From an optimization exercise on the open Yosys and OpenROAD flow, aimed at small area, a short achievable clock period and few clock cycles per item; shortcuts taken in it are not production practice. Function was checked by simulation only, so behaviour that the tests miss may differ from the original. Power is estimated from default activity; no workload was simulated.

[flow/config.mk]
export PLATFORM = sky130hd
export DESIGN_NAME = eight_bit_fp_adder_cntlr
export DESIGN_NICKNAME = eight_bit_fp_adder_cntlr
export VERILOG_FILES = /design/flow/design.v
export SDC_FILE = /design/flow/constraint.sdc
export NUM_CORES = 4
export LEC_CHECK = 0
export CAP_MARGIN = 20
export CORE_MARGIN = 2
export CORE_UTILIZATION = 40
export SLEW_MARGIN = 20
[flow/constraint.sdc]
create_clock -name core_clock -period 5.0 [get_ports {clk}]
set_input_delay 1.0000 -clock core_clock [delete_from_list [all_inputs] [get_ports {clk}]]
set_output_delay 1.0000 -clock core_clock [all_outputs]
set_load 0.01 [all_outputs]
[flow/design.v]
`timescale 1ns / 1ps
module eight_bit_fp_adder_datapath(
    input clk,
    input [7:0] a,
    input [7:0] b,
    input en_a,
    input en_b,
    input en_sign_gt,
    input en_exp_gt,
    input en_mant_gt,
    input en_sign_ls,
    input en_exp_ls,
    input en_mant_ls,
    input en_sign_sum,
    input en_exp_sum,
    input en_mant_sum,
    input ld_sign_gt,
    input ld_exp_gt,
    input ld_mant_gt,
    input ld_sign_ls,
    input ld_exp_ls,
    input [1:0] ld_shift_mant_ls,
    input [1:0] ld_add_sub_exp_sum,
    input [2:0] add_sub_shift_rnd_mant_sum,
    output [6:0] a_without_sign,
    output [6:0] b_without_sign,
    output sign_gt,
    output sign_ls,
    output [1:0] bits,
    output mant_zero,
    output [7:0] sum
    );
    reg [7:0] a_reg;
    reg [7:0] b_reg;
    reg sign_gt_reg;
    reg [3:0] exponent_gt;
    reg [4:0] mantissa_gt;
    reg sign_ls_reg;
    reg [3:0] exponent_ls;
    reg [4:0] mantissa_ls;
    reg sign_sum;
    reg [3:0] exponent_sum;
    reg [4:0] mantissa_sum;
    reg [4:0] mantissa_ls_next;
    assign a_without_sign = a_reg[6:0];
    assign b_without_sign = b_reg[6:0];
    assign sign_gt = sign_gt_reg;
    assign sign_ls = sign_ls_reg;
    assign bits = mantissa_sum[4:3];
    assign mant_zero = (mantissa_sum == 5'b00000);
    assign sum = mant_zero ? 8'h00 : {sign_sum, exponent_sum, mantissa_sum[2:0]};
    always @* begin
        mantissa_ls_next = mantissa_ls;
        if (ld_shift_mant_ls == 0) begin       
            mantissa_ls_next = {2'b01, a_reg[2:0]};
        end
        else if (ld_shift_mant_ls == 1) begin  
            mantissa_ls_next = {2'b01, b_reg[2:0]};
        end
        else if (ld_shift_mant_ls == 2) begin  
            mantissa_ls_next = mantissa_ls >> (exponent_gt - exponent_ls);
        end
        if (mantissa_ls_next[0] == 1'b1) begin
            mantissa_ls_next = mantissa_ls_next + 1;
        end
    end
    always @(posedge clk) begin
        if (en_a) begin
            a_reg <= a;
        end
        if (en_b) begin
            b_reg <= b;
        end
        if (en_sign_gt) begin
            sign_gt_reg <= ld_sign_gt ? b_reg[7] : a_reg[7];
        end
        if (en_exp_gt) begin
            exponent_gt <= ld_exp_gt ? b_reg[6:3] : a_reg[6:3];
        end
        if (en_mant_gt) begin
            mantissa_gt <= ld_mant_gt ? {2'b01, b_reg[2:0]} : {2'b01, a_reg[2:0]};
        end
        if (en_sign_ls) begin
            sign_ls_reg <= ld_sign_ls ? b_reg[7] : a_reg[7];
        end
        if (en_exp_ls) begin
            exponent_ls <= ld_exp_ls ? b_reg[6:3] : a_reg[6:3];
        end
        if (en_mant_ls) begin
            mantissa_ls <= mantissa_ls_next;
        end
        if (en_mant_sum) begin
            if (add_sub_shift_rnd_mant_sum == 0) begin        
                mantissa_sum <= mantissa_gt + mantissa_ls_next;
            end
            else if (add_sub_shift_rnd_mant_sum == 1) begin   
                mantissa_sum <= mantissa_gt - mantissa_ls_next;
            end
            else if (add_sub_shift_rnd_mant_sum == 2) begin   
                mantissa_sum <= mantissa_sum << 1;
            end
            else if (add_sub_shift_rnd_mant_sum == 3) begin   
                mantissa_sum <= mantissa_sum >> 1;
            end
            else if (add_sub_shift_rnd_mant_sum == 4) begin   
                mantissa_sum <= mantissa_sum + 1;
            end
        end
        if (en_exp_sum) begin
            if (ld_add_sub_exp_sum == 0) begin        
                exponent_sum <= exponent_gt;
            end
            else if (ld_add_sub_exp_sum == 1) begin   
                exponent_sum <= exponent_sum + 1;
            end
            else if (ld_add_sub_exp_sum == 2) begin   
                exponent_sum <= exponent_sum - 1;
            end
        end
        if (en_sign_sum) begin
            sign_sum <= sign_gt_reg;
        end
    end
endmodule
`timescale 1ns / 1ps
module eight_bit_fp_adder_cntlr(
    input clk,
    input clr,
    input start,
    input [7:0] a,
    input [7:0] b,
    output [7:0] sum,
    output ready,
    output done
    );
    reg idle;
    reg compare;
    reg add;
    reg normalize;
    reg exp_active;    
    wire [6:0] a_without_sign;
    wire [6:0] b_without_sign;
    wire sign_gt;
    wire sign_ls;
    wire [1:0] bits;
    wire mant_zero;
    wire load = start & ready;
    wire a_greater = a_without_sign > b_without_sign;
    reg en_sign_gt, en_exp_gt, en_mant_gt;
    reg en_sign_ls, en_exp_ls, en_mant_ls;
    reg en_sign_sum, en_exp_sum, en_mant_sum;
    reg ld_sign_gt, ld_exp_gt, ld_mant_gt;
    reg ld_sign_ls, ld_exp_ls;
    reg [1:0] ld_shift_mant_ls;
    reg [2:0] add_sub_shift_rnd_mant_sum;
    reg [1:0] ld_add_sub_exp_sum;
    assign done = normalize & (mant_zero | (bits == 2'b01 && sum[0] == 1'b0));
    assign ready = idle | done;
    eight_bit_fp_adder_datapath datapath(.clk(clk),
                                         .a(a), .b(b),
                                         .en_a(load), .en_b(load),
                                         .en_sign_gt(en_sign_gt),
                                         .en_exp_gt(en_exp_gt),
                                         .en_mant_gt(en_mant_gt),
                                         .en_sign_ls(en_sign_ls),
                                         .en_exp_ls(en_exp_ls),
                                         .en_mant_ls(en_mant_ls),
                                         .en_sign_sum(en_sign_sum),
                                         .en_exp_sum(en_exp_sum),
                                         .en_mant_sum(en_mant_sum),
                                         .ld_sign_gt(ld_sign_gt),
                                         .ld_exp_gt(ld_exp_gt),
                                         .ld_mant_gt(ld_mant_gt),
                                         .ld_sign_ls(ld_sign_ls),
                                         .ld_exp_ls(ld_exp_ls),
                                         .ld_shift_mant_ls(ld_shift_mant_ls),
                                         .add_sub_shift_rnd_mant_sum(add_sub_shift_rnd_mant_sum),
                                         .ld_add_sub_exp_sum(ld_add_sub_exp_sum),
                                         .a_without_sign(a_without_sign),
                                         .b_without_sign(b_without_sign),
                                         .sign_gt(sign_gt),
                                         .sign_ls(sign_ls), .bits(bits),
                                         .mant_zero(mant_zero),
                                         .sum(sum));
    always @* begin
        en_sign_gt = 0; en_exp_gt = 0; en_mant_gt = 0;
        en_sign_ls = 0; en_exp_ls = 0; en_mant_ls = 0;
        en_sign_sum = 0; en_exp_sum = 0; en_mant_sum = 0;
        ld_sign_gt = 0; ld_exp_gt = 0; ld_mant_gt = 0;
        ld_sign_ls = 0; ld_exp_ls = 0;
        ld_shift_mant_ls = 0;
        add_sub_shift_rnd_mant_sum = 0;
        ld_add_sub_exp_sum = 0;
        if (compare) begin
            en_sign_gt = 1;
            en_exp_gt = 1;
            en_mant_gt = 1;
            en_sign_ls = 1;
            en_exp_ls = 1;
            en_mant_ls = 1;
            if (a_greater) begin
                ld_sign_gt = 0;   
                ld_exp_gt = 0;
                ld_mant_gt = 0;
                ld_sign_ls = 1;   
                ld_exp_ls = 1;
                ld_shift_mant_ls = 1;
            end
            else begin
                ld_sign_gt = 1;   
                ld_exp_gt = 1;
                ld_mant_gt = 1;
                ld_sign_ls = 0;   
                ld_exp_ls = 0;
                ld_shift_mant_ls = 0;
            end
        end
        else if (add) begin
            en_mant_ls = 1;
            en_sign_sum = 1;
            en_exp_sum = 1;
            en_mant_sum = 1;
            ld_add_sub_exp_sum = 0;              
            ld_shift_mant_ls = 2;                
            if (sign_gt == sign_ls) begin
                add_sub_shift_rnd_mant_sum = 0;  
            end
            else begin
                add_sub_shift_rnd_mant_sum = 1;  
            end
        end
        else if (normalize && !mant_zero) begin
            if (bits == 2'b00) begin
                en_mant_sum = 1;
                en_exp_sum = exp_active;
                add_sub_shift_rnd_mant_sum = 2;   
                ld_add_sub_exp_sum = 2;           
            end
            else if (bits == 2'b10 || bits == 2'b11) begin
                en_mant_sum = 1;
                en_exp_sum = exp_active;
                add_sub_shift_rnd_mant_sum = 3;   
                ld_add_sub_exp_sum = 1;           
            end
            else if (sum[0] == 1'b1) begin
                en_mant_sum = 1;
                add_sub_shift_rnd_mant_sum = 4;   
            end
        end
    end
    always @(posedge clk) begin
        if (clr) begin
            idle <= 1;
            compare <= 0;
            add <= 0;
            normalize <= 0;
            exp_active <= 0;
        end
        else begin
            if (load) begin
                idle <= 0;
                compare <= 1;
                normalize <= 0;
            end
            else if (done) begin
                idle <= 1;
                normalize <= 0;
            end
            if (compare) begin
                compare <= 0;
                add <= 1;
            end
            if (add) begin
                add <= 0;
                normalize <= 1;
                exp_active <= 1;
            end
            if (normalize && !mant_zero && bits == 2'b01) begin
                exp_active <= 0;
            end
        end
    end
endmodule
[flow/run.sh]
#!/bin/bash
# synth_recipe.tcl (not shown) runs the flow's synth.tcl, then flattens the netlist and writes it again
# the make line also repeats each setting of config.mk as NAME=value (left out here)
make -C /OpenROAD-flow-scripts/flow DESIGN_CONFIG=/design/flow/config.mk WORK_HOME=/design/flow/orfs CLKGATE_MAP_FILE= SYNTH_SCRIPT=/design/flow/synth_recipe.tcl finish
==> results.toml <==
[yosys]
synth_nets = 316
async_reset_ff_frac = 0
yosysUniqueCellTypes = 64
synthCells = 274
synthFlopType = "edfxtp_1"
synth_area_leaders = "edfxtp_1, ha_1, dfxtp_1"
synth_edf_count = 43
syn-cell-area_sq_um = 2970
synth_seq_area_share = 0.469
avgSynthCellArea_sq_um = 10.8
synth_area_leader_cell = "edfxtp_1"
yosysTopAreaCellShare = 0.435
yosys_warnings = 2
synth_seq_cells = 48

[route]
dr.pass1.iters = 4
wl_mm = 5.51
ant_nets = 0
avgRoutedWirePerCell_um = 13.8
drt-initial-drc-count = 109
vias = 2063
via_per_inst = 5.14
drc = 0

[critical_path]
ff2ff_path_depth = 16
worstPathArrival_ns = 4.17
end_kind = "flip-flop"
setup.worst_path.class = "flip-flop to flip-flop"
worstSetupStartpointType = "flip-flop"
crit_path_max_fanout = 5
crit_required_ns = 5.06

[clock_network]
cts_tree = "yes"
hold_buffers = 0
htreeDepth = 2
post_cts_buffers = 0
clkSinkCount = 48
clock-root-buffer = "clkbuf_8"
clk_pin_slew_ns = 0.09
ctsResizeCount = 0
clk_latency_ns = 0.30
clockBufferDepth = 2
numCtsBuffers = 5

[die]
die_y_um = 90.1
dieArea_sq_um = 8120
die_w_um = 90.1
start_util = 0.411
std_cell_rows = 31
core_area_sq_um = 7210
io_pins = 29

[sta]
finalSetupTns_ns = 0
finalHoldViolCount = 0
rsz0062_at_grt = "false"
fmax_ghz = 0.243
fin_skew_ns = 0.00461
max_slew_margin = 0.506
slew_violations = 0
setup_viol = 0
fin_crit_ns = 4.11
fin_crit_sh = 0.823
worst_pin_slew_ns = 0.738

[run_status]
outcome = "timing/DRC/antenna clean"

[placement]
numPortBuffers = 28
place_congestion = 0.897
hpwlAfterDp_mm = 4.35

[min_path]
whs_path_depth = 2
hold_path_class = "flip-flop to flip-flop"

[run]
cap_violations = 0

[power]
peakVddDrop_v = 0.000171
leakagePower_nw = 1.29
powerDensity_nw_per_um2 = 259

[final_layout]
drive_gt1_frac = 0.103
area.growth.synth_to_final_pct = 15.5
final_core_util = 0.475
layout_commonest_cell = "edfxtp_1"
fillers = 686
final_nets = 343
antenna_cells = 0
final_cell_mix = "edfxtp_1, clkdlybuf4s50_1, nand2_1, inv_1, ha_1"

[global_route]
grt_pass1_wl_mm = 9.76
grt_max_degree = 17
overflow = 0
grt_pass1_vias = 2068
grt_usage = 0.148
antenna_found_initial = 0
cell usage after synthesis, drive strengths merged, types with 3 or more instances:
| cell | count |
|---|---|
| edfxtp | 43 |
| nand2 | 26 |
| inv | 23 |
| o21ai | 21 |
| ha | 20 |
| a21oi | 15 |
| nor2 | 15 |
| clkbuf | 7 |
| nor2b | 7 |
| nand3 | 6 |
| xnor2 | 6 |
| dfxtp | 5 |
| mux2 | 5 |
| nor3 | 5 |
| or2 | 5 |
| xor2 | 5 |
| a211oi | 4 |
| a21o | 4 |
| buf | 3 |
| fa | 3 |
layout make-up:
cell class / count / area, sq um / share of cell area
clock buffer: 6 / 72.6 / 0.0212
clock inverter: 2 / 16.3 / 0.00474
inverter: 23 / 86.3 / 0.0252
multi-input combinational: 193 / 1440 / 0.421
sequential: 48 / 1390 / 0.406
tap: 99 / 124 / 0.0361
timing repair buffer: 30 / 295 / 0.0861
kinds of logic after synthesis:
logic type,synth area share
AOI/OAI and AO/OA,0.172
xor gates and xnor gates,0.0350
adders and majority gates,0.105
buffers and inverters,0.0451
DFF,0.469
muxes,0.0312
and+or+nand+nor,0.143
critical path: stages, from the launching register on:
cell       delay, ns
edfxtp_1        0.41
inv_1           0.08
ha_1            0.15
inv_1           0.05
fa_1            0.43
xnor2_1         0.31
nand3_1         0.14
a311o_1         0.41
a211oi_4        0.33
ha_1            0.21
nand2_1         0.06
xnor2_1         0.32
ha_1            0.35
a21o_1          0.19
o31ai_1         0.20
o21ai_1         0.10
o2bb2ai_1       0.13
per-stage QoR:
stage / cell area (sq um) / hold slack [ns] / power (mW) / worst slack, ns / instances
floorplan: 2970 / 0.447 / 0.614 / 1.25 / 274
detailed placement: 3340 / 0.472 / 0.666 / 0.935 / 393
global route: 3430 / 0.533 / 0.939 / 0.507 / 401
global placement: 3340 / 0.465 / 0.663 / 1.10 / 393
CTS: 3430 / 0.484 / 0.899 / 0.859 / 401
finish: 3430 / 0.487 / 0.887 / 0.887 / 401
metal layers:
| metal | up-vias | track usage | share of wire |
|---|---|---|---|
| met3 | 2 | 0.0260 | 0.043 |
| met5 | - | 0 | 0 |
| li1 | 1057 | - | - |
| met2 | 52 | 0.256 | 0.50 |
| met4 | 0 | 0.0423 | 0.0058 |
| met1 | 952 | 0.189 | 0.45 |
power breakdown:
group	total (mW)	leakage (nW)	switching [mW]	internal [mW]
clock network	0.230	0.0414	0.131	0.0997
registers	0.481	0.440	0.0167	0.464
logic	0.176	0.813	0.0930	0.0825
path summary, 6_finish.rpt:
path	from	end	slack (ns)
max	datapath.exponent_gt[0]$_DFFE_PP_	datapath.mantissa_sum[4]$_DFFE_PP_	0.89
min	exp_active$_SDFFE_PP0P_	exp_active$_SDFFE_PP0P_	0.49
max reg2reg	datapath.exponent_gt[0]$_DFFE_PP_	datapath.mantissa_sum[4]$_DFFE_PP_	0.89
min reg2reg	exp_active$_SDFFE_PP0P_	exp_active$_SDFFE_PP0P_	0.49
Testbench counts, summed over its fixed seeds: cycles 30,328, items 8,000.

[afterwards: timing with drivers on the ports]
Ports are ideal in the flow. The routed layout listed here was re-timed in OpenROAD.
Step 1 (the two cells are an assumption about what drives the block):
set clk [get_ports {clk}]
set_driving_cell -lib_cell sky130_fd_sc_hd__clkbuf_16 $clk
set_driving_cell -lib_cell sky130_fd_sc_hd__buf_2 [delete_from_list [all_inputs] $clk]
Step 2 times the ports against the registers' clock, not the clock port: input delays grow and output delays shrink by t, the midpoint of the rising clock arrivals with the driver on.
a / b / c = no drivers / after step 1 / after step 2; a / b = the first two.
shift t [ns]: 0.322
slack for setup (ns): 0.887 / 0.887 / 0.887
worst setup path at the end: register to register
worst register clock-pin slew, ns: 0.09 / 0.09
pins driven straight from the clock port: 1
After both steps this run still meets setup and hold. For this run, drivers alone change the setup slack by 0.000 ns; drivers and shift together by 0.000 ns.
